What follows belongs to an exercise in optimizing a design on an open flow for small area, a short achievable clock period and few clock cycles per item; a production flow would make more cautious choices.
Only simulation tests tie the RTL to the original design; equivalence was not proved.

==> design.v <==
module bfly_mul
(
    input clk,
    input [15:0] x,
    input [14:0] t,
    output reg [22:0] s,
    output reg [22:0] c,
    output reg ci
);
wire pp1;
wire pp2;
wire pp3;
wire pp4;
wire pp5;
wire pp6;
wire pp7;
wire pp8;
wire pp9;
wire pp10;
wire pp11;
wire pp12;
wire pp13;
wire pp14;
wire pp15;
wire pp16;
wire pp17;
wire pp18;
wire pp19;
wire pp20;
wire pp21;
wire pp22;
wire pp23;
wire pp24;
wire pp25;
wire pp26;
wire pp27;
wire pp28;
wire pp29;
wire pp30;
wire pp31;
wire pp32;
wire pp33;
wire pp34;
wire pp35;
wire pp36;
wire pp37;
wire pp38;
wire pp39;
wire pp40;
wire pp41;
wire pp42;
wire pp43;
wire pp44;
wire pp45;
wire pp46;
wire pp47;
wire pp48;
wire pp49;
wire pp50;
wire pp51;
wire pp52;
wire pp53;
wire pp54;
wire pp55;
wire pp56;
wire pp57;
wire pp58;
wire pp59;
wire pp60;
wire pp61;
wire pp62;
wire pp63;
wire pp64;
wire pp65;
wire pp66;
wire pp67;
wire pp68;
wire pp69;
wire pp70;
wire pp71;
wire pp72;
wire pp73;
wire pp74;
wire pp75;
wire pp76;
wire pp77;
wire pp78;
wire pp79;
wire pp80;
wire pp81;
wire pp82;
wire pp83;
wire pp84;
wire pp85;
wire pp86;
wire pp87;
wire pp88;
wire pp89;
wire pp90;
wire pp91;
wire pp92;
wire pp93;
wire pp94;
wire pp95;
wire pp96;
wire pp97;
wire pp98;
wire pp99;
wire pp100;
wire pp101;
wire pp102;
wire pp103;
wire pp104;
wire pp105;
wire pp106;
wire pp107;
wire pp108;
wire pp109;
wire pp110;
wire pp111;
wire pp112;
wire pp113;
wire pp114;
wire pp115;
wire pp116;
wire pp117;
wire pp118;
wire pp119;
wire pp120;
wire pp121;
wire pp122;
wire pp123;
wire pp124;
wire pp125;
wire pp126;
wire pp127;
wire pp128;
wire pp129;
wire pp130;
wire pp131;
wire pp132;
wire pp133;
wire pp134;
wire pp135;
wire pp136;
wire pp137;
wire pp138;
wire pp139;
wire pp140;
wire pp141;
wire pp142;
wire pp143;
wire pp144;
wire pp145;
wire pp146;
wire pp147;
wire pp148;
wire pp149;
wire pp150;
wire pp151;
wire pp152;
wire pp153;
wire pp154;
wire pp155;
wire pp156;
wire pp157;
wire pp158;
wire pp159;
wire pp160;
wire pp161;
wire pp162;
wire pp163;
wire pp164;
wire pp165;
wire pp166;
wire pp167;
wire pp168;
wire pp169;
wire pp170;
wire pp171;
wire pp172;
wire pp173;
wire pp174;
wire pp175;
wire pp176;
wire pp177;
wire pp178;
wire pp179;
wire pp180;
wire pp181;
wire pp182;
wire pp183;
wire pp184;
wire pp185;
wire pp186;
wire pp187;
wire pp188;
wire pp189;
wire pp190;
wire pp191;
wire pp192;
wire pp193;
wire pp194;
wire pp195;
wire pp196;
wire pp197;
wire pp198;
wire pp199;
wire pp200;
wire pp201;
wire pp202;
wire pp203;
wire pp204;
wire pp205;
wire pp206;
wire pp207;
wire pp208;
wire pp209;
wire pp210;
wire pp211;
wire pp212;
wire pp213;
wire pp214;
wire pp215;
wire pp216;
wire pp217;
wire pp218;
wire pp219;
wire pp220;
wire pp221;
wire pp222;
wire pp223;
wire pp224;
wire pp225;
wire pp226;
wire pp227;
wire pp228;
wire pp229;
wire pp230;
wire pp231;
wire pp232;
wire pp233;
wire pp234;
wire pp235;
wire pp236;
wire pp237;
wire pp238;
wire pp239;
wire pp240;
wire pp241;
wire s242;
wire c243;
wire s244;
wire c245;
wire s246;
wire c247;
wire s248;
wire c249;
wire s250;
wire c251;
wire s252;
wire c253;
wire s254;
wire c255;
wire s256;
wire c257;
wire s258;
wire c259;
wire s260;
wire c261;
wire s262;
wire c263;
wire s264;
wire c265;
wire s266;
wire c267;
wire s268;
wire c269;
wire s270;
wire c271;
wire s272;
wire c273;
wire s274;
wire c275;
wire s276;
wire c277;
wire s278;
wire c279;
wire s280;
wire c281;
wire s282;
wire c283;
wire s284;
wire c285;
wire s286;
wire c287;
wire s288;
wire c289;
wire s290;
wire c291;
wire s292;
wire c293;
wire s294;
wire c295;
wire s296;
wire c297;
wire s298;
wire c299;
wire s300;
wire c301;
wire s302;
wire c303;
wire s304;
wire c305;
wire s306;
wire c307;
wire s308;
wire c309;
wire s310;
wire c311;
wire s312;
wire c313;
wire s314;
wire c315;
wire s316;
wire c317;
wire s318;
wire c319;
wire s320;
wire c321;
wire s322;
wire c323;
wire s324;
wire c325;
wire s326;
wire c327;
wire s328;
wire c329;
wire s330;
wire c331;
wire s332;
wire c333;
wire s334;
wire c335;
wire s336;
wire c337;
wire s338;
wire c339;
wire s340;
wire c341;
wire s342;
wire c343;
wire s344;
wire c345;
wire s346;
wire c347;
wire s348;
wire c349;
wire s350;
wire c351;
wire s352;
wire c353;
wire s354;
wire c355;
wire s356;
wire c357;
wire s358;
wire c359;
wire s360;
wire c361;
wire s362;
wire c363;
wire s364;
wire c365;
wire s366;
wire c367;
wire s368;
wire c369;
wire s370;
wire c371;
wire s372;
wire c373;
wire s374;
wire c375;
wire s376;
wire c377;
wire s378;
wire c379;
wire s380;
wire c381;
wire s382;
wire c383;
wire s384;
wire c385;
wire s386;
wire c387;
wire s388;
wire c389;
wire s390;
wire c391;
wire s392;
wire c393;
wire s394;
wire c395;
wire s396;
wire c397;
wire s398;
wire c399;
wire s400;
wire c401;
wire s402;
wire c403;
wire s404;
wire c405;
wire s406;
wire c407;
wire s408;
wire c409;
wire s410;
wire c411;
wire s412;
wire c413;
wire s414;
wire c415;
wire s416;
wire c417;
wire s418;
wire c419;
wire s420;
wire c421;
wire s422;
wire c423;
wire s424;
wire c425;
wire s426;
wire c427;
wire s428;
wire c429;
wire s430;
wire c431;
wire s432;
wire c433;
wire s434;
wire c435;
wire s436;
wire c437;
wire s438;
wire c439;
wire s440;
wire c441;
wire s442;
wire c443;
wire s444;
wire c445;
wire s446;
wire c447;
wire s448;
wire c449;
wire s450;
wire c451;
wire s452;
wire c453;
wire s454;
wire c455;
wire s456;
wire c457;
wire s458;
wire c459;
wire s460;
wire c461;
wire s462;
wire c463;
wire s464;
wire c465;
wire s466;
wire c467;
wire s468;
wire c469;
wire s470;
wire c471;
wire s472;
wire c473;
wire s474;
wire c475;
wire s476;
wire c477;
wire s478;
wire c479;
wire s480;
wire c481;
wire s482;
wire c483;
wire s484;
wire c485;
wire s486;
wire c487;
wire s488;
wire c489;
wire s490;
wire c491;
wire s492;
wire c493;
wire s494;
wire c495;
wire s496;
wire c497;
wire s498;
wire c499;
wire s500;
wire c501;
wire s502;
wire c503;
wire s504;
wire c505;
wire s506;
wire c507;
wire s508;
wire c509;
wire s510;
wire c511;
wire s512;
wire c513;
wire s514;
wire c515;
wire s516;
wire c517;
wire s518;
wire c519;
wire s520;
wire c521;
wire s522;
wire c523;
wire s524;
wire c525;
wire s526;
wire c527;
wire s528;
wire c529;
wire s530;
wire c531;
wire s532;
wire c533;
wire s534;
wire c535;
wire s536;
wire c537;
wire s538;
wire c539;
wire s540;
wire c541;
wire s542;
wire c543;
wire s544;
wire c545;
wire s546;
wire c547;
wire s548;
wire c549;
wire s550;
wire c551;
wire s552;
wire c553;
wire s554;
wire c555;
wire s556;
wire c557;
wire s558;
wire c559;
wire s560;
wire c561;
wire s562;
wire c563;
wire s564;
wire c565;
wire s566;
wire c567;
wire s568;
wire c569;
wire s570;
wire c571;
wire s572;
wire c573;
wire s574;
wire c575;
wire s576;
wire c577;
wire s578;
wire c579;
wire s580;
wire c581;
wire s582;
wire c583;
wire s584;
wire c585;
wire s586;
wire c587;
wire s588;
wire c589;
wire s590;
wire c591;
wire s592;
wire c593;
wire s594;
wire c595;
wire s596;
wire c597;
wire s598;
wire c599;
wire s600;
wire c601;
wire s602;
wire c603;
wire s604;
wire c605;
wire s606;
wire c607;
wire s608;
wire c609;
wire s610;
wire c611;
wire s612;
wire c613;
wire s614;
wire c615;
wire s616;
wire c617;
wire s618;
wire c619;
wire s620;
wire c621;
wire s622;
wire c623;
wire s624;
wire c625;
wire s626;
wire c627;
wire s628;
wire c629;
wire s630;
wire c631;
wire s632;
wire c633;
wire s634;
wire c635;
wire s636;
wire c637;
wire s638;
wire c639;
wire s640;
wire c641;
wire s642;
wire c643;
wire s644;
wire c645;
wire s646;
wire c647;
wire s648;
wire c649;
wire s650;
wire c651;
wire s652;
wire c653;
wire s654;
wire c655;
wire s656;
wire c657;
wire s658;
wire c659;
wire s660;
wire c661;
assign pp1 = x[0] & t[0];
assign pp2 = x[0] & t[1];
assign pp3 = x[0] & t[2];
assign pp4 = x[0] & t[3];
assign pp5 = x[0] & t[4];
assign pp6 = x[0] & t[5];
assign pp7 = x[0] & t[6];
assign pp8 = x[0] & t[7];
assign pp9 = x[0] & t[8];
assign pp10 = x[0] & t[9];
assign pp11 = x[0] & t[10];
assign pp12 = x[0] & t[11];
assign pp13 = x[0] & t[12];
assign pp14 = x[0] & t[13];
assign pp15 = x[0] & t[14];
assign pp16 = x[1] & t[0];
assign pp17 = x[1] & t[1];
assign pp18 = x[1] & t[2];
assign pp19 = x[1] & t[3];
assign pp20 = x[1] & t[4];
assign pp21 = x[1] & t[5];
assign pp22 = x[1] & t[6];
assign pp23 = x[1] & t[7];
assign pp24 = x[1] & t[8];
assign pp25 = x[1] & t[9];
assign pp26 = x[1] & t[10];
assign pp27 = x[1] & t[11];
assign pp28 = x[1] & t[12];
assign pp29 = x[1] & t[13];
assign pp30 = x[1] & t[14];
assign pp31 = x[2] & t[0];
assign pp32 = x[2] & t[1];
assign pp33 = x[2] & t[2];
assign pp34 = x[2] & t[3];
assign pp35 = x[2] & t[4];
assign pp36 = x[2] & t[5];
assign pp37 = x[2] & t[6];
assign pp38 = x[2] & t[7];
assign pp39 = x[2] & t[8];
assign pp40 = x[2] & t[9];
assign pp41 = x[2] & t[10];
assign pp42 = x[2] & t[11];
assign pp43 = x[2] & t[12];
assign pp44 = x[2] & t[13];
assign pp45 = x[2] & t[14];
assign pp46 = x[3] & t[0];
assign pp47 = x[3] & t[1];
assign pp48 = x[3] & t[2];
assign pp49 = x[3] & t[3];
assign pp50 = x[3] & t[4];
assign pp51 = x[3] & t[5];
assign pp52 = x[3] & t[6];
assign pp53 = x[3] & t[7];
assign pp54 = x[3] & t[8];
assign pp55 = x[3] & t[9];
assign pp56 = x[3] & t[10];
assign pp57 = x[3] & t[11];
assign pp58 = x[3] & t[12];
assign pp59 = x[3] & t[13];
assign pp60 = x[3] & t[14];
assign pp61 = x[4] & t[0];
assign pp62 = x[4] & t[1];
assign pp63 = x[4] & t[2];
assign pp64 = x[4] & t[3];
assign pp65 = x[4] & t[4];
assign pp66 = x[4] & t[5];
assign pp67 = x[4] & t[6];
assign pp68 = x[4] & t[7];
assign pp69 = x[4] & t[8];
assign pp70 = x[4] & t[9];
assign pp71 = x[4] & t[10];
assign pp72 = x[4] & t[11];
assign pp73 = x[4] & t[12];
assign pp74 = x[4] & t[13];
assign pp75 = x[4] & t[14];
assign pp76 = x[5] & t[0];
assign pp77 = x[5] & t[1];
assign pp78 = x[5] & t[2];
assign pp79 = x[5] & t[3];
assign pp80 = x[5] & t[4];
assign pp81 = x[5] & t[5];
assign pp82 = x[5] & t[6];
assign pp83 = x[5] & t[7];
assign pp84 = x[5] & t[8];
assign pp85 = x[5] & t[9];
assign pp86 = x[5] & t[10];
assign pp87 = x[5] & t[11];
assign pp88 = x[5] & t[12];
assign pp89 = x[5] & t[13];
assign pp90 = x[5] & t[14];
assign pp91 = x[6] & t[0];
assign pp92 = x[6] & t[1];
assign pp93 = x[6] & t[2];
assign pp94 = x[6] & t[3];
assign pp95 = x[6] & t[4];
assign pp96 = x[6] & t[5];
assign pp97 = x[6] & t[6];
assign pp98 = x[6] & t[7];
assign pp99 = x[6] & t[8];
assign pp100 = x[6] & t[9];
assign pp101 = x[6] & t[10];
assign pp102 = x[6] & t[11];
assign pp103 = x[6] & t[12];
assign pp104 = x[6] & t[13];
assign pp105 = x[6] & t[14];
assign pp106 = x[7] & t[0];
assign pp107 = x[7] & t[1];
assign pp108 = x[7] & t[2];
assign pp109 = x[7] & t[3];
assign pp110 = x[7] & t[4];
assign pp111 = x[7] & t[5];
assign pp112 = x[7] & t[6];
assign pp113 = x[7] & t[7];
assign pp114 = x[7] & t[8];
assign pp115 = x[7] & t[9];
assign pp116 = x[7] & t[10];
assign pp117 = x[7] & t[11];
assign pp118 = x[7] & t[12];
assign pp119 = x[7] & t[13];
assign pp120 = x[7] & t[14];
assign pp121 = x[8] & t[0];
assign pp122 = x[8] & t[1];
assign pp123 = x[8] & t[2];
assign pp124 = x[8] & t[3];
assign pp125 = x[8] & t[4];
assign pp126 = x[8] & t[5];
assign pp127 = x[8] & t[6];
assign pp128 = x[8] & t[7];
assign pp129 = x[8] & t[8];
assign pp130 = x[8] & t[9];
assign pp131 = x[8] & t[10];
assign pp132 = x[8] & t[11];
assign pp133 = x[8] & t[12];
assign pp134 = x[8] & t[13];
assign pp135 = x[8] & t[14];
assign pp136 = x[9] & t[0];
assign pp137 = x[9] & t[1];
assign pp138 = x[9] & t[2];
assign pp139 = x[9] & t[3];
assign pp140 = x[9] & t[4];
assign pp141 = x[9] & t[5];
assign pp142 = x[9] & t[6];
assign pp143 = x[9] & t[7];
assign pp144 = x[9] & t[8];
assign pp145 = x[9] & t[9];
assign pp146 = x[9] & t[10];
assign pp147 = x[9] & t[11];
assign pp148 = x[9] & t[12];
assign pp149 = x[9] & t[13];
assign pp150 = x[9] & t[14];
assign pp151 = x[10] & t[0];
assign pp152 = x[10] & t[1];
assign pp153 = x[10] & t[2];
assign pp154 = x[10] & t[3];
assign pp155 = x[10] & t[4];
assign pp156 = x[10] & t[5];
assign pp157 = x[10] & t[6];
assign pp158 = x[10] & t[7];
assign pp159 = x[10] & t[8];
assign pp160 = x[10] & t[9];
assign pp161 = x[10] & t[10];
assign pp162 = x[10] & t[11];
assign pp163 = x[10] & t[12];
assign pp164 = x[10] & t[13];
assign pp165 = x[10] & t[14];
assign pp166 = x[11] & t[0];
assign pp167 = x[11] & t[1];
assign pp168 = x[11] & t[2];
assign pp169 = x[11] & t[3];
assign pp170 = x[11] & t[4];
assign pp171 = x[11] & t[5];
assign pp172 = x[11] & t[6];
assign pp173 = x[11] & t[7];
assign pp174 = x[11] & t[8];
assign pp175 = x[11] & t[9];
assign pp176 = x[11] & t[10];
assign pp177 = x[11] & t[11];
assign pp178 = x[11] & t[12];
assign pp179 = x[11] & t[13];
assign pp180 = x[11] & t[14];
assign pp181 = x[12] & t[0];
assign pp182 = x[12] & t[1];
assign pp183 = x[12] & t[2];
assign pp184 = x[12] & t[3];
assign pp185 = x[12] & t[4];
assign pp186 = x[12] & t[5];
assign pp187 = x[12] & t[6];
assign pp188 = x[12] & t[7];
assign pp189 = x[12] & t[8];
assign pp190 = x[12] & t[9];
assign pp191 = x[12] & t[10];
assign pp192 = x[12] & t[11];
assign pp193 = x[12] & t[12];
assign pp194 = x[12] & t[13];
assign pp195 = x[12] & t[14];
assign pp196 = x[13] & t[0];
assign pp197 = x[13] & t[1];
assign pp198 = x[13] & t[2];
assign pp199 = x[13] & t[3];
assign pp200 = x[13] & t[4];
assign pp201 = x[13] & t[5];
assign pp202 = x[13] & t[6];
assign pp203 = x[13] & t[7];
assign pp204 = x[13] & t[8];
assign pp205 = x[13] & t[9];
assign pp206 = x[13] & t[10];
assign pp207 = x[13] & t[11];
assign pp208 = x[13] & t[12];
assign pp209 = x[13] & t[13];
assign pp210 = x[13] & t[14];
assign pp211 = x[14] & t[0];
assign pp212 = x[14] & t[1];
assign pp213 = x[14] & t[2];
assign pp214 = x[14] & t[3];
assign pp215 = x[14] & t[4];
assign pp216 = x[14] & t[5];
assign pp217 = x[14] & t[6];
assign pp218 = x[14] & t[7];
assign pp219 = x[14] & t[8];
assign pp220 = x[14] & t[9];
assign pp221 = x[14] & t[10];
assign pp222 = x[14] & t[11];
assign pp223 = x[14] & t[12];
assign pp224 = x[14] & t[13];
assign pp225 = x[14] & t[14];
assign pp226 = ~(x[15] & t[0]);
assign pp227 = ~(x[15] & t[1]);
assign pp228 = ~(x[15] & t[2]);
assign pp229 = ~(x[15] & t[3]);
assign pp230 = ~(x[15] & t[4]);
assign pp231 = ~(x[15] & t[5]);
assign pp232 = ~(x[15] & t[6]);
assign pp233 = ~(x[15] & t[7]);
assign pp234 = ~(x[15] & t[8]);
assign pp235 = ~(x[15] & t[9]);
assign pp236 = ~(x[15] & t[10]);
assign pp237 = ~(x[15] & t[11]);
assign pp238 = ~(x[15] & t[12]);
assign pp239 = ~(x[15] & t[13]);
assign pp240 = ~(x[15] & t[14]);
assign pp241 = ~x[15];
assign s242 = 1'b1 ^ pp13;
assign c243 = 1'b1 & pp13;
assign s244 = 1'b1 ^ pp14 ^ pp28;
assign c245 = (1'b1 & pp14) | (pp28 & (1'b1 ^ pp14));
assign s246 = pp42 ^ pp56;
assign c247 = pp42 & pp56;
assign s248 = pp15 ^ pp29 ^ pp43;
assign c249 = (pp15 & pp29) | (pp43 & (pp15 ^ pp29));
assign s250 = pp57 ^ pp71 ^ pp85;
assign c251 = (pp57 & pp71) | (pp85 & (pp57 ^ pp71));
assign s252 = 1'b1 ^ pp30 ^ pp44;
assign c253 = (1'b1 & pp30) | (pp44 & (1'b1 ^ pp30));
assign s254 = pp58 ^ pp72 ^ pp86;
assign c255 = (pp58 & pp72) | (pp86 & (pp58 ^ pp72));
assign s256 = pp100 ^ pp114;
assign c257 = pp100 & pp114;
assign s258 = pp45 ^ pp59 ^ pp73;
assign c259 = (pp45 & pp59) | (pp73 & (pp45 ^ pp59));
assign s260 = pp87 ^ pp101 ^ pp115;
assign c261 = (pp87 & pp101) | (pp115 & (pp87 ^ pp101));
assign s262 = pp60 ^ pp74 ^ pp88;
assign c263 = (pp60 & pp74) | (pp88 & (pp60 ^ pp74));
assign s264 = 1'b1 ^ pp9;
assign c265 = 1'b1 & pp9;
assign s266 = 1'b1 ^ pp10 ^ pp24;
assign c267 = (1'b1 & pp10) | (pp24 & (1'b1 ^ pp10));
assign s268 = pp38 ^ pp52;
assign c269 = pp38 & pp52;
assign s270 = 1'b1 ^ pp11 ^ pp25;
assign c271 = (1'b1 & pp11) | (pp25 & (1'b1 ^ pp11));
assign s272 = pp39 ^ pp53 ^ pp67;
assign c273 = (pp39 & pp53) | (pp67 & (pp39 ^ pp53));
assign s274 = pp81 ^ pp95;
assign c275 = pp81 & pp95;
assign s276 = 1'b1 ^ pp12 ^ pp26;
assign c277 = (1'b1 & pp12) | (pp26 & (1'b1 ^ pp12));
assign s278 = pp40 ^ pp54 ^ pp68;
assign c279 = (pp40 & pp54) | (pp68 & (pp40 ^ pp54));
assign s280 = pp82 ^ pp96 ^ pp110;
assign c281 = (pp82 & pp96) | (pp110 & (pp82 ^ pp96));
assign s282 = pp124 ^ pp138;
assign c283 = pp124 & pp138;
assign s284 = pp27 ^ pp41 ^ pp55;
assign c285 = (pp27 & pp41) | (pp55 & (pp27 ^ pp41));
assign s286 = pp69 ^ pp83 ^ pp97;
assign c287 = (pp69 & pp83) | (pp97 & (pp69 ^ pp83));
assign s288 = pp111 ^ pp125 ^ pp139;
assign c289 = (pp111 & pp125) | (pp139 & (pp111 ^ pp125));
assign s290 = pp153 ^ pp167 ^ pp181;
assign c291 = (pp153 & pp167) | (pp181 & (pp153 ^ pp167));
assign s292 = pp70 ^ pp84 ^ pp98;
assign c293 = (pp70 & pp84) | (pp98 & (pp70 ^ pp84));
assign s294 = pp112 ^ pp126 ^ pp140;
assign c295 = (pp112 & pp126) | (pp140 & (pp112 ^ pp126));
assign s296 = pp154 ^ pp168 ^ pp182;
assign c297 = (pp154 & pp168) | (pp182 & (pp154 ^ pp168));
assign s298 = pp196 ^ c243 ^ s246;
assign c299 = (pp196 & c243) | (s246 & (pp196 ^ c243));
assign s300 = pp99 ^ pp113 ^ pp127;
assign c301 = (pp99 & pp113) | (pp127 & (pp99 ^ pp113));
assign s302 = pp141 ^ pp155 ^ pp169;
assign c303 = (pp141 & pp155) | (pp169 & (pp141 ^ pp155));
assign s304 = pp183 ^ pp197 ^ pp211;
assign c305 = (pp183 & pp197) | (pp211 & (pp183 ^ pp197));
assign s306 = c247 ^ c245 ^ s248;
assign c307 = (c247 & c245) | (s248 & (c247 ^ c245));
assign s308 = pp128 ^ pp142 ^ pp156;
assign c309 = (pp128 & pp142) | (pp156 & (pp128 ^ pp142));
assign s310 = pp170 ^ pp184 ^ pp198;
assign c311 = (pp170 & pp184) | (pp198 & (pp170 ^ pp184));
assign s312 = pp212 ^ pp226 ^ s256;
assign c313 = (pp212 & pp226) | (s256 & (pp212 ^ pp226));
assign s314 = c249 ^ c251 ^ s252;
assign c315 = (c249 & c251) | (s252 & (c249 ^ c251));
assign s316 = pp129 ^ pp143 ^ pp157;
assign c317 = (pp129 & pp143) | (pp157 & (pp129 ^ pp143));
assign s318 = pp171 ^ pp185 ^ pp199;
assign c319 = (pp171 & pp185) | (pp199 & (pp171 ^ pp185));
assign s320 = pp213 ^ pp227 ^ c257;
assign c321 = (pp213 & pp227) | (c257 & (pp213 ^ pp227));
assign s322 = c253 ^ c255 ^ s258;
assign c323 = (c253 & c255) | (s258 & (c253 ^ c255));
assign s324 = pp102 ^ pp116 ^ pp130;
assign c325 = (pp102 & pp116) | (pp130 & (pp102 ^ pp116));
assign s326 = pp144 ^ pp158 ^ pp172;
assign c327 = (pp144 & pp158) | (pp172 & (pp144 ^ pp158));
assign s328 = pp186 ^ pp200 ^ pp214;
assign c329 = (pp186 & pp200) | (pp214 & (pp186 ^ pp200));
assign s330 = pp228 ^ c259 ^ c261;
assign c331 = (pp228 & c259) | (c261 & (pp228 ^ c259));
assign s332 = pp75 ^ pp89 ^ pp103;
assign c333 = (pp75 & pp89) | (pp103 & (pp75 ^ pp89));
assign s334 = pp117 ^ pp131 ^ pp145;
assign c335 = (pp117 & pp131) | (pp145 & (pp117 ^ pp131));
assign s336 = pp159 ^ pp173 ^ pp187;
assign c337 = (pp159 & pp173) | (pp187 & (pp159 ^ pp173));
assign s338 = pp201 ^ pp215 ^ pp229;
assign c339 = (pp201 & pp215) | (pp229 & (pp201 ^ pp215));
assign s340 = pp90 ^ pp104 ^ pp118;
assign c341 = (pp90 & pp104) | (pp118 & (pp90 ^ pp104));
assign s342 = pp132 ^ pp146 ^ pp160;
assign c343 = (pp132 & pp146) | (pp160 & (pp132 ^ pp146));
assign s344 = pp174 ^ pp188 ^ pp202;
assign c345 = (pp174 & pp188) | (pp202 & (pp174 ^ pp188));
assign s346 = pp105 ^ pp119 ^ pp133;
assign c347 = (pp105 & pp119) | (pp133 & (pp105 ^ pp119));
assign s348 = pp147 ^ pp161 ^ pp175;
assign c349 = (pp147 & pp161) | (pp175 & (pp147 ^ pp161));
assign s350 = pp120 ^ pp134 ^ pp148;
assign c351 = (pp120 & pp134) | (pp148 & (pp120 ^ pp134));
assign s352 = 1'b1 ^ pp6;
assign c353 = 1'b1 & pp6;
assign s354 = 1'b1 ^ pp7 ^ pp21;
assign c355 = (1'b1 & pp7) | (pp21 & (1'b1 ^ pp7));
assign s356 = pp35 ^ pp49;
assign c357 = pp35 & pp49;
assign s358 = 1'b1 ^ pp8 ^ pp22;
assign c359 = (1'b1 & pp8) | (pp22 & (1'b1 ^ pp8));
assign s360 = pp36 ^ pp50 ^ pp64;
assign c361 = (pp36 & pp50) | (pp64 & (pp36 ^ pp50));
assign s362 = pp78 ^ pp92;
assign c363 = pp78 & pp92;
assign s364 = pp23 ^ pp37 ^ pp51;
assign c365 = (pp23 & pp37) | (pp51 & (pp23 ^ pp37));
assign s366 = pp65 ^ pp79 ^ pp93;
assign c367 = (pp65 & pp79) | (pp93 & (pp65 ^ pp79));
assign s368 = pp107 ^ pp121 ^ s264;
assign c369 = (pp107 & pp121) | (s264 & (pp107 ^ pp121));
assign s370 = pp66 ^ pp80 ^ pp94;
assign c371 = (pp66 & pp80) | (pp94 & (pp66 ^ pp80));
assign s372 = pp108 ^ pp122 ^ pp136;
assign c373 = (pp108 & pp122) | (pp136 & (pp108 ^ pp122));
assign s374 = c265 ^ s268 ^ s266;
assign c375 = (c265 & s268) | (s266 & (c265 ^ s268));
assign s376 = pp109 ^ pp123 ^ pp137;
assign c377 = (pp109 & pp123) | (pp137 & (pp109 ^ pp123));
assign s378 = pp151 ^ c269 ^ s274;
assign c379 = (pp151 & c269) | (s274 & (pp151 ^ c269));
assign s380 = c267 ^ s270 ^ s272;
assign c381 = (c267 & s270) | (s272 & (c267 ^ s270));
assign s382 = pp152 ^ pp166 ^ c275;
assign c383 = (pp152 & pp166) | (c275 & (pp152 ^ pp166));
assign s384 = s282 ^ c271 ^ c273;
assign c385 = (s282 & c271) | (c273 & (s282 ^ c271));
assign s386 = s276 ^ s278 ^ s280;
assign c387 = (s276 & s278) | (s280 & (s276 ^ s278));
assign s388 = c283 ^ s242 ^ c277;
assign c389 = (c283 & s242) | (c277 & (c283 ^ s242));
assign s390 = c279 ^ c281 ^ s284;
assign c391 = (c279 & c281) | (s284 & (c279 ^ c281));
assign s392 = s286 ^ s288 ^ s290;
assign c393 = (s286 & s288) | (s290 & (s286 ^ s288));
assign s394 = c285 ^ c287 ^ c289;
assign c395 = (c285 & c287) | (c289 & (c285 ^ c287));
assign s396 = c291 ^ s244 ^ s292;
assign c397 = (c291 & s244) | (s292 & (c291 ^ s244));
assign s398 = s294 ^ s296 ^ s298;
assign c399 = (s294 & s296) | (s298 & (s294 ^ s296));
assign s400 = c293 ^ c295 ^ c297;
assign c401 = (c293 & c295) | (c297 & (c293 ^ c295));
assign s402 = s250 ^ s300 ^ s302;
assign c403 = (s250 & s300) | (s302 & (s250 ^ s300));
assign s404 = s304 ^ c299 ^ s306;
assign c405 = (s304 & c299) | (s306 & (s304 ^ c299));
assign s406 = c301 ^ c303 ^ c305;
assign c407 = (c301 & c303) | (c305 & (c301 ^ c303));
assign s408 = s254 ^ s308 ^ s310;
assign c409 = (s254 & s308) | (s310 & (s254 ^ s308));
assign s410 = s312 ^ c307 ^ s314;
assign c411 = (s312 & c307) | (s314 & (s312 ^ c307));
assign s412 = c309 ^ c311 ^ s260;
assign c413 = (c309 & c311) | (s260 & (c309 ^ c311));
assign s414 = s316 ^ s318 ^ s320;
assign c415 = (s316 & s318) | (s320 & (s316 ^ s318));
assign s416 = c313 ^ c315 ^ s322;
assign c417 = (c313 & c315) | (s322 & (c313 ^ c315));
assign s418 = c317 ^ c319 ^ s262;
assign c419 = (c317 & c319) | (s262 & (c317 ^ c319));
assign s420 = s324 ^ s326 ^ s328;
assign c421 = (s324 & s326) | (s328 & (s324 ^ s326));
assign s422 = c321 ^ s330 ^ c323;
assign c423 = (c321 & s330) | (c323 & (c321 ^ s330));
assign s424 = c263 ^ c325 ^ c327;
assign c425 = (c263 & c325) | (c327 & (c263 ^ c325));
assign s426 = c329 ^ s332 ^ s334;
assign c427 = (c329 & s332) | (s334 & (c329 ^ s332));
assign s428 = s336 ^ s338 ^ c331;
assign c429 = (s336 & s338) | (c331 & (s336 ^ s338));
assign s430 = pp216 ^ pp230 ^ c333;
assign c431 = (pp216 & pp230) | (c333 & (pp216 ^ pp230));
assign s432 = c335 ^ c337 ^ c339;
assign c433 = (c335 & c337) | (c339 & (c335 ^ c337));
assign s434 = s340 ^ s342 ^ s344;
assign c435 = (s340 & s342) | (s344 & (s340 ^ s342));
assign s436 = pp189 ^ pp203 ^ pp217;
assign c437 = (pp189 & pp203) | (pp217 & (pp189 ^ pp203));
assign s438 = pp231 ^ c341 ^ c343;
assign c439 = (pp231 & c341) | (c343 & (pp231 ^ c341));
assign s440 = c345 ^ s346 ^ s348;
assign c441 = (c345 & s346) | (s348 & (c345 ^ s346));
assign s442 = pp162 ^ pp176 ^ pp190;
assign c443 = (pp162 & pp176) | (pp190 & (pp162 ^ pp176));
assign s444 = pp204 ^ pp218 ^ pp232;
assign c445 = (pp204 & pp218) | (pp232 & (pp204 ^ pp218));
assign s446 = c347 ^ c349 ^ s350;
assign c447 = (c347 & c349) | (s350 & (c347 ^ c349));
assign s448 = pp135 ^ pp149 ^ pp163;
assign c449 = (pp135 & pp149) | (pp163 & (pp135 ^ pp149));
assign s450 = pp177 ^ pp191 ^ pp205;
assign c451 = (pp177 & pp191) | (pp205 & (pp177 ^ pp191));
assign s452 = pp219 ^ pp233 ^ c351;
assign c453 = (pp219 & pp233) | (c351 & (pp219 ^ pp233));
assign s454 = pp150 ^ pp164 ^ pp178;
assign c455 = (pp150 & pp164) | (pp178 & (pp150 ^ pp164));
assign s456 = pp192 ^ pp206 ^ pp220;
assign c457 = (pp192 & pp206) | (pp220 & (pp192 ^ pp206));
assign s458 = pp165 ^ pp179 ^ pp193;
assign c459 = (pp165 & pp179) | (pp193 & (pp165 ^ pp179));
assign s460 = 1'b1 ^ pp4;
assign c461 = 1'b1 & pp4;
assign s462 = 1'b1 ^ pp5 ^ pp19;
assign c463 = (1'b1 & pp5) | (pp19 & (1'b1 ^ pp5));
assign s464 = pp33 ^ pp47;
assign c465 = pp33 & pp47;
assign s466 = pp20 ^ pp34 ^ pp48;
assign c467 = (pp20 & pp34) | (pp48 & (pp20 ^ pp34));
assign s468 = pp62 ^ pp76 ^ s352;
assign c469 = (pp62 & pp76) | (s352 & (pp62 ^ pp76));
assign s470 = pp63 ^ pp77 ^ pp91;
assign c471 = (pp63 & pp77) | (pp91 & (pp63 ^ pp77));
assign s472 = c353 ^ s356 ^ s354;
assign c473 = (c353 & s356) | (s354 & (c353 ^ s356));
assign s474 = pp106 ^ c357 ^ s362;
assign c475 = (pp106 & c357) | (s362 & (pp106 ^ c357));
assign s476 = c355 ^ s358 ^ s360;
assign c477 = (c355 & s358) | (s360 & (c355 ^ s358));
assign s478 = c363 ^ c359 ^ c361;
assign c479 = (c363 & c359) | (c361 & (c363 ^ c359));
assign s480 = s364 ^ s366 ^ s368;
assign c481 = (s364 & s366) | (s368 & (s364 ^ s366));
assign s482 = c365 ^ c367 ^ s370;
assign c483 = (c365 & c367) | (s370 & (c365 ^ c367));
assign s484 = s372 ^ c369 ^ s374;
assign c485 = (s372 & c369) | (s374 & (s372 ^ c369));
assign s486 = c371 ^ c373 ^ s376;
assign c487 = (c371 & c373) | (s376 & (c371 ^ c373));
assign s488 = s378 ^ c375 ^ s380;
assign c489 = (s378 & c375) | (s380 & (s378 ^ c375));
assign s490 = c377 ^ s382 ^ c379;
assign c491 = (c377 & s382) | (c379 & (c377 ^ s382));
assign s492 = s384 ^ c381 ^ s386;
assign c493 = (s384 & c381) | (s386 & (s384 ^ c381));
assign s494 = c383 ^ c385 ^ s388;
assign c495 = (c383 & c385) | (s388 & (c383 ^ c385));
assign s496 = c387 ^ s390 ^ s392;
assign c497 = (c387 & s390) | (s392 & (c387 ^ s390));
assign s498 = c389 ^ s394 ^ c391;
assign c499 = (c389 & s394) | (c391 & (c389 ^ s394));
assign s500 = c393 ^ s396 ^ s398;
assign c501 = (c393 & s396) | (s398 & (c393 ^ s396));
assign s502 = c395 ^ s400 ^ c397;
assign c503 = (c395 & s400) | (c397 & (c395 ^ s400));
assign s504 = s402 ^ c399 ^ s404;
assign c505 = (s402 & c399) | (s404 & (s402 ^ c399));
assign s506 = c401 ^ s406 ^ c403;
assign c507 = (c401 & s406) | (c403 & (c401 ^ s406));
assign s508 = s408 ^ c405 ^ s410;
assign c509 = (s408 & c405) | (s410 & (s408 ^ c405));
assign s510 = c407 ^ c409 ^ s412;
assign c511 = (c407 & c409) | (s412 & (c407 ^ c409));
assign s512 = s414 ^ c411 ^ s416;
assign c513 = (s414 & c411) | (s416 & (s414 ^ c411));
assign s514 = c413 ^ s418 ^ s420;
assign c515 = (c413 & s418) | (s420 & (c413 ^ s418));
assign s516 = c415 ^ s422 ^ c417;
assign c517 = (c415 & s422) | (c417 & (c415 ^ s422));
assign s518 = s424 ^ c419 ^ c421;
assign c519 = (s424 & c419) | (c421 & (s424 ^ c419));
assign s520 = s426 ^ c423 ^ s428;
assign c521 = (s426 & c423) | (s428 & (s426 ^ c423));
assign s522 = c425 ^ s430 ^ s432;
assign c523 = (c425 & s430) | (s432 & (c425 ^ s430));
assign s524 = c427 ^ s434 ^ c429;
assign c525 = (c427 & s434) | (c429 & (c427 ^ s434));
assign s526 = s436 ^ c431 ^ c433;
assign c527 = (s436 & c431) | (c433 & (s436 ^ c431));
assign s528 = s438 ^ c435 ^ s440;
assign c529 = (s438 & c435) | (s440 & (s438 ^ c435));
assign s530 = c437 ^ s442 ^ s444;
assign c531 = (c437 & s442) | (s444 & (c437 ^ s442));
assign s532 = c439 ^ c441 ^ s446;
assign c533 = (c439 & c441) | (s446 & (c439 ^ c441));
assign s534 = c443 ^ c445 ^ s448;
assign c535 = (c443 & c445) | (s448 & (c443 ^ c445));
assign s536 = s450 ^ s452 ^ c447;
assign c537 = (s450 & s452) | (c447 & (s450 ^ s452));
assign s538 = pp234 ^ c449 ^ c451;
assign c539 = (pp234 & c449) | (c451 & (pp234 ^ c449));
assign s540 = s454 ^ s456 ^ c453;
assign c541 = (s454 & s456) | (c453 & (s454 ^ s456));
assign s542 = pp207 ^ pp221 ^ pp235;
assign c543 = (pp207 & pp221) | (pp235 & (pp207 ^ pp221));
assign s544 = c455 ^ c457 ^ s458;
assign c545 = (c455 & c457) | (s458 & (c455 ^ c457));
assign s546 = pp180 ^ pp194 ^ pp208;
assign c547 = (pp180 & pp194) | (pp208 & (pp180 ^ pp194));
assign s548 = pp222 ^ pp236 ^ c459;
assign c549 = (pp222 & pp236) | (c459 & (pp222 ^ pp236));
assign s550 = pp195 ^ pp209 ^ pp223;
assign c551 = (pp195 & pp209) | (pp223 & (pp195 ^ pp209));
assign s552 = 1'b1 ^ pp3;
assign c553 = 1'b1 & pp3;
assign s554 = pp18 ^ pp32 ^ pp46;
assign c555 = (pp18 & pp32) | (pp46 & (pp18 ^ pp32));
assign s556 = pp61 ^ c461 ^ s464;
assign c557 = (pp61 & c461) | (s464 & (pp61 ^ c461));
assign s558 = c465 ^ c463 ^ s466;
assign c559 = (c465 & c463) | (s466 & (c465 ^ c463));
assign s560 = c467 ^ s470 ^ c469;
assign c561 = (c467 & s470) | (c469 & (c467 ^ s470));
assign s562 = c471 ^ s474 ^ c473;
assign c563 = (c471 & s474) | (c473 & (c471 ^ s474));
assign s564 = c475 ^ s478 ^ c477;
assign c565 = (c475 & s478) | (c477 & (c475 ^ s478));
assign s566 = c479 ^ s482 ^ c481;
assign c567 = (c479 & s482) | (c481 & (c479 ^ s482));
assign s568 = c483 ^ s486 ^ c485;
assign c569 = (c483 & s486) | (c485 & (c483 ^ s486));
assign s570 = c487 ^ s490 ^ c489;
assign c571 = (c487 & s490) | (c489 & (c487 ^ s490));
assign s572 = c491 ^ s494 ^ c493;
assign c573 = (c491 & s494) | (c493 & (c491 ^ s494));
assign s574 = c495 ^ s498 ^ c497;
assign c575 = (c495 & s498) | (c497 & (c495 ^ s498));
assign s576 = c499 ^ s502 ^ c501;
assign c577 = (c499 & s502) | (c501 & (c499 ^ s502));
assign s578 = c503 ^ s506 ^ c505;
assign c579 = (c503 & s506) | (c505 & (c503 ^ s506));
assign s580 = c507 ^ s510 ^ c509;
assign c581 = (c507 & s510) | (c509 & (c507 ^ s510));
assign s582 = c511 ^ s514 ^ s516;
assign c583 = (c511 & s514) | (s516 & (c511 ^ s514));
assign s584 = s518 ^ c515 ^ s520;
assign c585 = (s518 & c515) | (s520 & (s518 ^ c515));
assign s586 = c519 ^ s522 ^ s524;
assign c587 = (c519 & s522) | (s524 & (c519 ^ s522));
assign s588 = c523 ^ s526 ^ s528;
assign c589 = (c523 & s526) | (s528 & (c523 ^ s526));
assign s590 = s530 ^ c527 ^ c529;
assign c591 = (s530 & c527) | (c529 & (s530 ^ c527));
assign s592 = c531 ^ s534 ^ s536;
assign c593 = (c531 & s534) | (s536 & (c531 ^ s534));
assign s594 = s538 ^ c535 ^ c537;
assign c595 = (s538 & c535) | (c537 & (s538 ^ c535));
assign s596 = s542 ^ c539 ^ s544;
assign c597 = (s542 & c539) | (s544 & (s542 ^ c539));
assign s598 = c543 ^ s546 ^ s548;
assign c599 = (c543 & s546) | (s548 & (c543 ^ s546));
assign s600 = pp237 ^ c547 ^ s550;
assign c601 = (pp237 & c547) | (s550 & (pp237 ^ c547));
assign s602 = pp210 ^ pp224 ^ pp238;
assign c603 = (pp210 & pp224) | (pp238 & (pp210 ^ pp224));
assign s604 = 1'b1 ^ pp241;
assign c605 = 1'b1 & pp241;
assign s606 = 1'b1 ^ pp2 ^ pp16;
assign c607 = (1'b1 & pp2) | (pp16 & (1'b1 ^ pp2));
assign s608 = pp17 ^ pp31 ^ s552;
assign c609 = (pp17 & pp31) | (s552 & (pp17 ^ pp31));
assign s610 = c553 ^ s460 ^ s554;
assign c611 = (c553 & s460) | (s554 & (c553 ^ s460));
assign s612 = c555 ^ s462 ^ s556;
assign c613 = (c555 & s462) | (s556 & (c555 ^ s462));
assign s614 = c557 ^ s468 ^ s558;
assign c615 = (c557 & s468) | (s558 & (c557 ^ s468));
assign s616 = c559 ^ s472 ^ s560;
assign c617 = (c559 & s472) | (s560 & (c559 ^ s472));
assign s618 = s476 ^ c561 ^ s562;
assign c619 = (s476 & c561) | (s562 & (s476 ^ c561));
assign s620 = c563 ^ s480 ^ s564;
assign c621 = (c563 & s480) | (s564 & (c563 ^ s480));
assign s622 = c565 ^ s484 ^ s566;
assign c623 = (c565 & s484) | (s566 & (c565 ^ s484));
assign s624 = s488 ^ c567 ^ s568;
assign c625 = (s488 & c567) | (s568 & (s488 ^ c567));
assign s626 = s492 ^ c569 ^ s570;
assign c627 = (s492 & c569) | (s570 & (s492 ^ c569));
assign s628 = s496 ^ c571 ^ s572;
assign c629 = (s496 & c571) | (s572 & (s496 ^ c571));
assign s630 = s500 ^ c573 ^ s574;
assign c631 = (s500 & c573) | (s574 & (s500 ^ c573));
assign s632 = c575 ^ s504 ^ s576;
assign c633 = (c575 & s504) | (s576 & (c575 ^ s504));
assign s634 = s508 ^ c577 ^ s578;
assign c635 = (s508 & c577) | (s578 & (s508 ^ c577));
assign s636 = s512 ^ c579 ^ s580;
assign c637 = (s512 & c579) | (s580 & (s512 ^ c579));
assign s638 = c513 ^ c581 ^ s582;
assign c639 = (c513 & c581) | (s582 & (c513 ^ c581));
assign s640 = c517 ^ s584 ^ c583;
assign c641 = (c517 & s584) | (c583 & (c517 ^ s584));
assign s642 = c521 ^ c585 ^ s586;
assign c643 = (c521 & c585) | (s586 & (c521 ^ c585));
assign s644 = c525 ^ s588 ^ c587;
assign c645 = (c525 & s588) | (c587 & (c525 ^ s588));
assign s646 = s532 ^ s590 ^ c589;
assign c647 = (s532 & s590) | (c589 & (s532 ^ s590));
assign s648 = c533 ^ c591 ^ s592;
assign c649 = (c533 & c591) | (s592 & (c533 ^ c591));
assign s650 = s540 ^ s594 ^ c593;
assign c651 = (s540 & s594) | (c593 & (s540 ^ s594));
assign s652 = c541 ^ s596 ^ c595;
assign c653 = (c541 & s596) | (c595 & (c541 ^ s596));
assign s654 = c545 ^ s598 ^ c597;
assign c655 = (c545 & s598) | (c597 & (c545 ^ s598));
assign s656 = c549 ^ s600 ^ c599;
assign c657 = (c549 & s600) | (c599 & (c549 ^ s600));
assign s658 = c551 ^ s602 ^ c601;
assign c659 = (c551 & s602) | (c601 & (c551 ^ s602));
assign s660 = pp225 ^ pp239 ^ c603;
assign c661 = (pp225 & pp239) | (c603 & (pp225 ^ pp239));
wire [8:0] lo = {1'b0, {s618, s616, s614, s612, s610, s608, s606, pp1}} + {1'b0, {c617, c615, c613, c611, c609, c607, c605, s604}};
always @(posedge clk) begin
    s <= {1'b1, pp240, s660, s658, s656, s654, s652, s650, s648, s646, s644, s642, s640, s638, s636, s634, s632, s630, s628, s626, s624, s622, s620};
    c <= {1'b0, c661, c659, c657, c655, c653, c651, c649, c647, c645, c643, c641, c639, c637, c635, c633, c631, c629, c627, c625, c623, c621, c619};
    ci <= lo[8];
end
endmodule
module fft1024
(
    input clk,
    input rst_n,
    input start,
    output reg finish,
    input clear,
    input [31:0] dout0,
    output reg oce0,
    output reg ce0,
    output reg wre0,
    output reg [10:0] ad0,
    output reg [31:0] din0,
    input [31:0] dout1,
    output reg oce1,
    output reg ce1,
    output reg wre1,
    output reg [10:0] ad1,
    output reg [31:0] din1,
    input [15:0] dout_w,
    output reg oce_w,
    output reg ce_w,
    output reg [10:0] ad_w
);
reg run;             
reg ph;              
reg [3:0] s;         
reg [8:0] u;         
reg gap;             
wire        n_valid = (s <= 4'd9) && !gap;
wire        n_cross = (s == 4'd9) && !gap;
wire        n_bank  = u[0];
wire [7:0]  n_b     = u[8:1];
reg  [8:0]  n_mask;    
always @(*) begin
    case (s)
        4'd0: n_mask = 9'h000;
        4'd1: n_mask = 9'h001;
        4'd2: n_mask = 9'h003;
        4'd3: n_mask = 9'h007;
        4'd4: n_mask = 9'h00f;
        4'd5: n_mask = 9'h01f;
        4'd6: n_mask = 9'h03f;
        4'd7: n_mask = 9'h07f;
        default: n_mask = 9'h0ff;
    endcase
end
wire [8:0] n_bw  = {1'b0, n_b};
wire [8:0] n_ins = ((n_bw << 1) & ~{n_mask[7:0], 1'b1}) | (n_bw & n_mask);
wire [8:0] n_a0  = n_cross ? u : n_ins;
wire [8:0] n_a1  = n_cross ? u : (n_ins | (n_mask + 9'd1));
reg  [8:0] n_i;
always @(*) begin
    case (s)
        4'd0: n_i = 9'd0;
        4'd1: n_i = {n_b[0], 8'd0};
        4'd2: n_i = {n_b[1:0], 7'd0};
        4'd3: n_i = {n_b[2:0], 6'd0};
        4'd4: n_i = {n_b[3:0], 5'd0};
        4'd5: n_i = {n_b[4:0], 4'd0};
        4'd6: n_i = {n_b[5:0], 3'd0};
        4'd7: n_i = {n_b[6:0], 2'd0};
        4'd8: n_i = {n_b[7:0], 1'd0};
        default: n_i = u;
    endcase
end
reg       e0_v, e1_v, e2_v, e3_v;
reg       e0_x, e1_x, e2_x, e3_x;      
reg       e0_b, e1_b, e2_b, e3_b;      
reg [8:0] e0_a0, e1_a0, e2_a0;
reg [8:0] e0_a1, e1_a1, e2_a1, e3_a1;
reg [8:0] e0_i;
reg       e1_sr, e2_sr;
wire e0_sr = e0_i > 9'd256;
wire [10:0] e0_adre = e0_sr ? {e0_i - 9'd256, 2'b00} : {9'd256 - e0_i, 2'b00};
wire [10:0] e0_adim = e0_sr ? {9'd0 - e0_i, 2'b00} : {e0_i, 2'b00};
wire advance = !run || ph;
wire done = run && !ph && (s == 4'd10) && !e0_v && !e1_v && !e2_v && !(e3_v && !e3_x);
always @(posedge clk or negedge rst_n) begin
    if (!rst_n) begin
        run <= 1'b0;
        ph <= 1'b0;
        s <= 4'd0;
        u <= 9'd0;
        gap <= 1'b0;
        e0_v <= 1'b0;
        e1_v <= 1'b0;
        e2_v <= 1'b0;
        e3_v <= 1'b0;
        finish <= 1'b0;
    end
    else begin
        if (clear)
            finish <= 1'b0;
        if (!run) begin
            ph <= 1'b0;
            if (start)
                run <= 1'b1;
        end
        else begin
            ph <= ~ph;
            if (done) begin
                run <= 1'b0;
                finish <= 1'b1;
                s <= 4'd0;
                u <= 9'd0;
            end
        end
        if (!run) begin
            e0_v <= start;
            e1_v <= 1'b0;
            e2_v <= 1'b0;
            e3_v <= 1'b0;
            if (start)
                u <= 9'd1;
        end
        else if (advance) begin
            e0_v <= n_valid;
            e1_v <= e0_v;
            e2_v <= e1_v;
            e3_v <= e2_v;
            if (gap) begin
                gap <= 1'b0;
            end
            else if (s <= 4'd9) begin
                u <= u + 9'd1;
                if (u == 9'd511) begin
                    s <= s + 4'd1;
                    if (s == 4'd8)
                        gap <= 1'b1;
                end
            end
        end
    end
end
always @(posedge clk) begin
    if (advance) begin
        e0_x <= n_cross;  e1_x <= e0_x;  e2_x <= e1_x;  e3_x <= e2_x;
        e0_b <= n_bank;   e1_b <= e0_b;  e2_b <= e1_b;  e3_b <= e2_b;
        e0_a0 <= n_a0;    e1_a0 <= e0_a0; e2_a0 <= e1_a0;
        e0_a1 <= n_a1;    e1_a1 <= e0_a1; e2_a1 <= e1_a1; e3_a1 <= e2_a1;
        e0_i <= n_i;
        e1_sr <= e0_sr;   e2_sr <= e1_sr;
    end
end
wire r1_0 = e0_v && !e0_x && !e0_b;             
wire r1_1 = e0_v && (e0_x || e0_b);             
wire r0_0 = e1_v && (e1_x || !e1_b);            
wire r0_1 = e1_v && !e1_x && e1_b;              
wire w0_0 = e2_v && (e2_x || !e2_b);            
wire w0_1 = e2_v && !e2_x && e2_b;              
wire w1_0 = e3_v && !e3_x && !e3_b;             
wire w1_1 = (e3_v && !e3_x && e3_b) || (e2_v && e2_x);   
always @(posedge clk or negedge rst_n) begin
    if (!rst_n) begin
        ce0 <= 1'b0; oce0 <= 1'b0; wre0 <= 1'b0;
        ce1 <= 1'b0; oce1 <= 1'b0; wre1 <= 1'b0;
        ce_w <= 1'b0; oce_w <= 1'b0;
    end
    else if (run && !done) begin
        if (!ph) begin
            ce0 <= r1_0 || r0_0;  oce0 <= r1_0 || r0_0;  wre0 <= 1'b0;
            ce1 <= r1_1 || r0_1;  oce1 <= r1_1 || r0_1;  wre1 <= 1'b0;
        end
        else begin
            ce0 <= w0_0 || w1_0;  oce0 <= w0_0 || w1_0;  wre0 <= 1'b1;
            ce1 <= w0_1 || w1_1;  oce1 <= w0_1 || w1_1;  wre1 <= 1'b1;
        end
        ce_w <= 1'b1; oce_w <= 1'b1;
    end
    else begin
        ce0 <= 1'b0; oce0 <= 1'b0; wre0 <= 1'b0;
        ce1 <= 1'b0; oce1 <= 1'b0; wre1 <= 1'b0;
        ce_w <= 1'b0; oce_w <= 1'b0;
    end
end
always @(posedge clk) begin
    if (!ph) begin
        ad0 <= {2'b00, r1_0 ? e0_a1 : e1_a0};
        ad1 <= {2'b00, r1_1 ? e0_a1 : e1_a0};
        ad_w <= e0_adre;
    end
    else begin
        ad0 <= {2'b00, w0_0 ? e2_a0 : e3_a1};
        ad1 <= {2'b00, w0_1 ? e2_a0 : (e2_x ? e2_a1 : e3_a1)};
        ad_w <= e0_adim;
    end
end
reg [14:0] tw;                  
reg [31:0] x1;                  
reg [31:0] x0;                  
reg [15:0] rrr, rir;            
reg [31:0] hold;                
localparam MK = 8;                  
wire [30-MK:0] ma_s, ma_c, mb_s, mb_c;
wire ma_ci, mb_ci;
bfly_mul mul_a (.clk(clk), .x(x1[31:16]), .t(tw), .s(ma_s), .c(ma_c), .ci(ma_ci));
bfly_mul mul_b (.clk(clk), .x(x1[15:0]),  .t(tw), .s(mb_s), .c(mb_c), .ci(mb_ci));
wire [15-MK:0] la = {1'b0, ma_s[14-MK:0]} + {1'b0, ma_c[14-MK:0]} + {{(15-MK){1'b0}}, ma_ci};
wire [15-MK:0] lb = {1'b0, mb_s[14-MK:0]} + {1'b0, mb_c[14-MK:0]} + {{(15-MK){1'b0}}, mb_ci};
wire lca = la[15-MK];
wire lcb = lb[15-MK];
wire [15:0] sah = ma_s[30-MK:15-MK], cah = ma_c[30-MK:15-MK];
wire [15:0] sbh = mb_s[30-MK:15-MK], cbh = mb_c[30-MK:15-MK];
wire [15:0] e2_m = {16{e2_sr}};
wire [15:0] rrr_n = (sah ^ e2_m) + (cah ^ e2_m) + {14'd0, e2_sr & ~lca, lca};
wire [15:0] rir_n = (sbh ^ e2_m) + (cbh ^ e2_m) + {14'd0, e2_sr & ~lcb, lcb};
wire [31:0] y0 = {x0[31:16] + rrr + sbh + cbh + {15'd0, lcb},
                  x0[15:0] + rir - sah - cah - {15'd0, lca}};
wire [31:0] y1 = {x0[31:16] - rrr - sbh - cbh - {15'd0, lcb},
                  x0[15:0] - rir + sah + cah + {15'd0, lca}};
always @(posedge clk) begin
    tw <= dout_w[14:0];
    x0 <= (e2_x || !e2_b) ? dout0 : dout1;           
    rrr <= rrr_n;                                     
    rir <= rir_n;                                     
    din0 <= (e2_x || !e2_b) ? y0 : hold;              
    din1 <= e2_x ? y1 : (e2_b ? y0 : hold);           
    if (!ph)
        x1 <= (e1_x || e1_b) ? dout1 : dout0;
    else
        hold <= y1;
end
endmodule
==> run.sh <==
#!/bin/bash
# synth_recipe.tcl (not shown) runs the flow's synth.tcl, then flattens the netlist and writes it again
# the make line also repeats each setting of config.mk as NAME=value (left out here)
make -C /OpenROAD-flow-scripts/flow DESIGN_CONFIG=/design/flow/config.mk WORK_HOME=/design/flow/orfs CLKGATE_MAP_FILE= SYNTH_SCRIPT=/design/flow/synth_recipe.tcl finish
==> config.mk <==
export PLATFORM = sky130hd
export DESIGN_NAME = fft1024
export DESIGN_NICKNAME = fft1024
export VERILOG_FILES = /design/flow/design.v
export SDC_FILE = /design/flow/constraint.sdc
export NUM_CORES = 4
export LEC_CHECK = 0
export CAP_MARGIN = 20
export CORE_MARGIN = 2
export CORE_UTILIZATION = 40
export SLEW_MARGIN = 20
==> constraint.sdc <==
create_clock -name core_clock -period 16.0 [get_ports {clk}]
set_input_delay 3.2000 -clock core_clock [delete_from_list [all_inputs] [get_ports {clk}]]
set_output_delay 3.2000 -clock core_clock [all_outputs]
set_load 0.01 [all_outputs]
==> run notes <==
## synth_stat cells, types with 8 or more instances
master,count
dfxtp_1,260
ha_1,196
a21oi_1,96
o21a_1,11
a21o_1,35
o21bai_1,14
buf_4,10
inv_1,622
mux2_2,34
nor2b_1,24
dfrtp_1,25
xnor2_1,64
nand2b_1,9
xor2_1,44
and3_1,15
or3_1,31
edfxtp_1,146
mux2i_1,52
nand3_1,31
nand2_1,389
o21ai_0,116
clkbuf_1,126
fa_1,498
o211ai_1,19
a31oi_1,8
buf_1,8
and2_1,392
nor3_1,24
a22oi_1,8
nor2_1,81
a211oi_1,16
## per-stage QoR
| stage | hold WS (ns) | setup WS, ns | area, um2 | utilization |
|---|---|---|---|---|
| after global routing | 0.425 | 10.19 | 40200 | 0.457 |
| after floorplan | 0.372 | 11.16 | 35400 | - |
| final | 0.418 | 10.46 | 40200 | 0.457 |
| after detailed placement | 0.405 | 10.51 | 38300 | 0.435 |
| after CTS | 0.419 | 10.43 | 40100 | 0.456 |
| after global placement | 0.400 | 10.51 | 38300 | 0.435 |
## flip-flops by register name, indices dropped and copies added, names as in the netlist, 9 cells and up
name and flops:
rir 16, ad1 9, x1 32, mul_b.s 22
x0 32, u 9, e0_a0 9, ad_w 9
din0 32, mul_a.c 22, e0_a1 9, mul_a.s 22
tw 15, e2_a0 9, hold 32, e0_i 9
e1_a0 9, e3_a1 9, rrr 16, mul_b.c 22
e1_a1 9, ad0 9, e2_a1 9, din1 32
## worst max path at each step
| stage | startpoint | end | slack (ns) | depth (start not counted) |
|---|---|---|---|---|
| finish | mul_a.s[0]$_DFF_P_ | din1[14]$_DFF_P_ | 10.46 | 20 |
| global placement | mul_a.s[0]$_DFF_P_ | din1[14]$_DFF_P_ | 10.51 | 20 |
| floorplan | ph$_DFF_PN0_ | u[2]$_DFF_PN0_ | 11.16 | 9 |
| global route | mul_a.s[0]$_DFF_P_ | din1[14]$_DFF_P_ | 10.19 | 20 |
| detailed placement | mul_a.s[0]$_DFF_P_ | din1[14]$_DFF_P_ | 10.51 | 20 |
| CTS | mul_a.s[0]$_DFF_P_ | din1[14]$_DFF_P_ | 10.43 | 20 |
## worst max-delay path: cells and delay by family (launching register included)
family | cells | cell delay, ns
AO/OA/AOI/OAI | 11 | 2.70
adder cells (fa/ha/maj) | 5 | 1.88
buffers and inverters | 2 | 0.13
flip-flops | 1 | 0.30
AND/OR/NAND/NOR | 2 | 0.45
## cell type report
type,instances,area share
repair buffers,209,0.0509
clock buffers,73,0.0385
well taps,1165,0.0363
flip-flops and latches,431,0.255
inverters,625,0.0584
multi-input cells,2333,0.554
clock inverters,21,0.00732
## cell families (layout without fill, tap and decap cells)
| family | count (synthesis) | after routing | share of synthesized area |
|---|---|---|---|
| and+or+nand+nor | 1027 | 1027 | 0.148 |
| DFF | 431 | 431 | 0.289 |
| xor gates and xnor gates | 108 | 108 | 0.0268 |
| adders and majority gates | 694 | 694 | 0.351 |
| other | 1 | 6 | 0.000106 |
| AOI/OAI and AO/OA | 412 | 412 | 0.0764 |
| buffers and inverters | 771 | 928 | 0.0830 |
| muxes | 86 | 86 | 0.0256 |
## layer usage
layer,vias up,part of all wire,track usage
met5,-,0.0018,0
met4,26,0.028,0.0583
met3,146,0.060,0.0407
met2,532,0.48,0.355
met1,12128,0.43,0.258
li1,11314,-,-
==> reports/metrics.yaml <==
status: "complete, no violations"
syn_inst: 3530
worst_pin_slew_ns: 1.01
hold_start: "e1_a1[5]$_DFFE_PN_"
cts_tree: "done"
dp_hpwl_mm: 66.6
grt_use_total: 0.205
gp_congestion: 0.867
rows: 109
setup_tns_ns: 0
cp-start-kind: "flip-flop"
fin_crit_ns: 5.54
drc: 0
holdPathEnd: "e2_a1[5]$_DFFE_PN_"
reg2reg_slack_ns: 10.46
netlist_area_um2: 35300
crit_path_end_kind: "flip-flop"
hold_viol_final: 0
cts.path.max_buffers: 3
clk-insertion-delay-late_ns: 0.63
postCtsHoldBufs: 0
layout-drive-gt1-share: 0.0485
ant_nets: 0
synthArstFlopShare: 0.0580
crit_path_frequent_cell: "a21o_1"
reg2regPathDepth: 20
grt_antenna_before_repair: 15
dr.pass1.iters: 7
cap_violations: 0
io-pin-count: 190
relSlewSlack: 0.327
post-synth-top-area-cell: "fa_1"
ys_types: 83
die_x_um: 301
placed_cells: 4762
fp.dieArea_um2: 90800
cts_setup_buffers: 0
syn_avg_cell_area_um2: 10.0
fin_crit_sh: 0.346
layout_commonest_cell: "inv_1"
cts_made_buffers: 50
die_h_um: 301
reg2reg_from: "mul_a.s[0]$_DFF_P_"
via_per_inst: 4.97
grt_pass1_wl_mm: 143
synth_top_cell_area_share: 0.282
synth-edff-count: 146
start_util: 0.402
path_class: "reg2reg"
ys_warn_count: 2
synth_ff_type: "dfxtp_1"
yosys-top-cells-area: "fa_1 (28%), dfxtp_1 (15%), edfxtp_1 (12%), and2_1 (6.9%), ha_1 (6.9%)"
root_buffer: "clkbuf_16"
finalSetupViolations: 0
final_net_count: 4428
arrival_ns: 6.05
crit_required_ns: 16.51
cpPeakStageDelay_ns: 0.63
path_clk_slew_ns: 0.06
numPortBuffers: 182
regArea_um2: 10200
dr_total_vias: 24146
fillers: 8339
cts.sinks: 431
grt_max_degree: 84
wl_per_cell_um: 18.5
rsz0062_at_grt: "false"
crit_chain: "ha_1 -> a21o_1 -> a21o_1 -> a21o_1 -> a21o_1 -> a21oi_1 -> o21ai_0 -> fa_1 -> fa_1 -> inv_1 -> ha_1 -> inv_1 -> fa_1 -> nor2b_1 -> o31a_1 -> a41oi_1 -> a21oi_1 -> a31oi_1 -> and3_1 -> o32a_1"
finalMaxSlewViolations: 0
critPathMaxFanout: 4
drt_iter0_drc: 1182
multi_input_comb_area_um2: 22300
htreeDepth: 2
r2r-end: "din1[14]$_DFF_P_"
ys_ff_latch: 431
ys_seq_area_frac: 0.289
slowest_stage: "fa_1"
ctsResizeCount: 0
fin_cells: 4857
hold_depth: 0
hold_path_class: "reg2reg"
area_growth_pct: 13.6
totalWireLength_mm: 89.9
grt_overflow: 0
final_cell_mix: "inv_1 (621), fa_1 (498), and2_1 (392), nand2_1 (387), dfxtp_1 (253)"
grt_pass1_vias: 25646
skew_ns: 0.0311
core_area_um2: 88000
diodes: 0
fmax_ghz: 0.181
Testbench counts, summed over its fixed seeds: cycles 122,976, ffts 12.

[afterwards: timing with drivers on the ports]
The results above use ideal ports. As a check the final layout listed here was re-extracted and re-timed, cells and wires unchanged. Step 1 assumes that a clkbuf_16 drives the clock port and a buf_2 every other input. Step 2 adds t to the input delays and takes it off the output delays; t is the mean of the earliest and latest rising clock arrival at the registers after step 1. Input paths then give back, and output paths get back, about the clock's delay inside the block. Slacks: ideal / step 1 / step 2; pairs: ideal / step 1.
shift t [ns]: 0.679
setup slack, ns: 10.464 / 10.464 / 10.464
hold slack, ns: 0.418 / 0.418 / 0.418
worst data-port slew with drivers (ns): 0.14
After both steps setup and hold are still met in this run. The setup slack of this run moves by 0.000 ns with the drivers and by 0.000 ns with both steps.
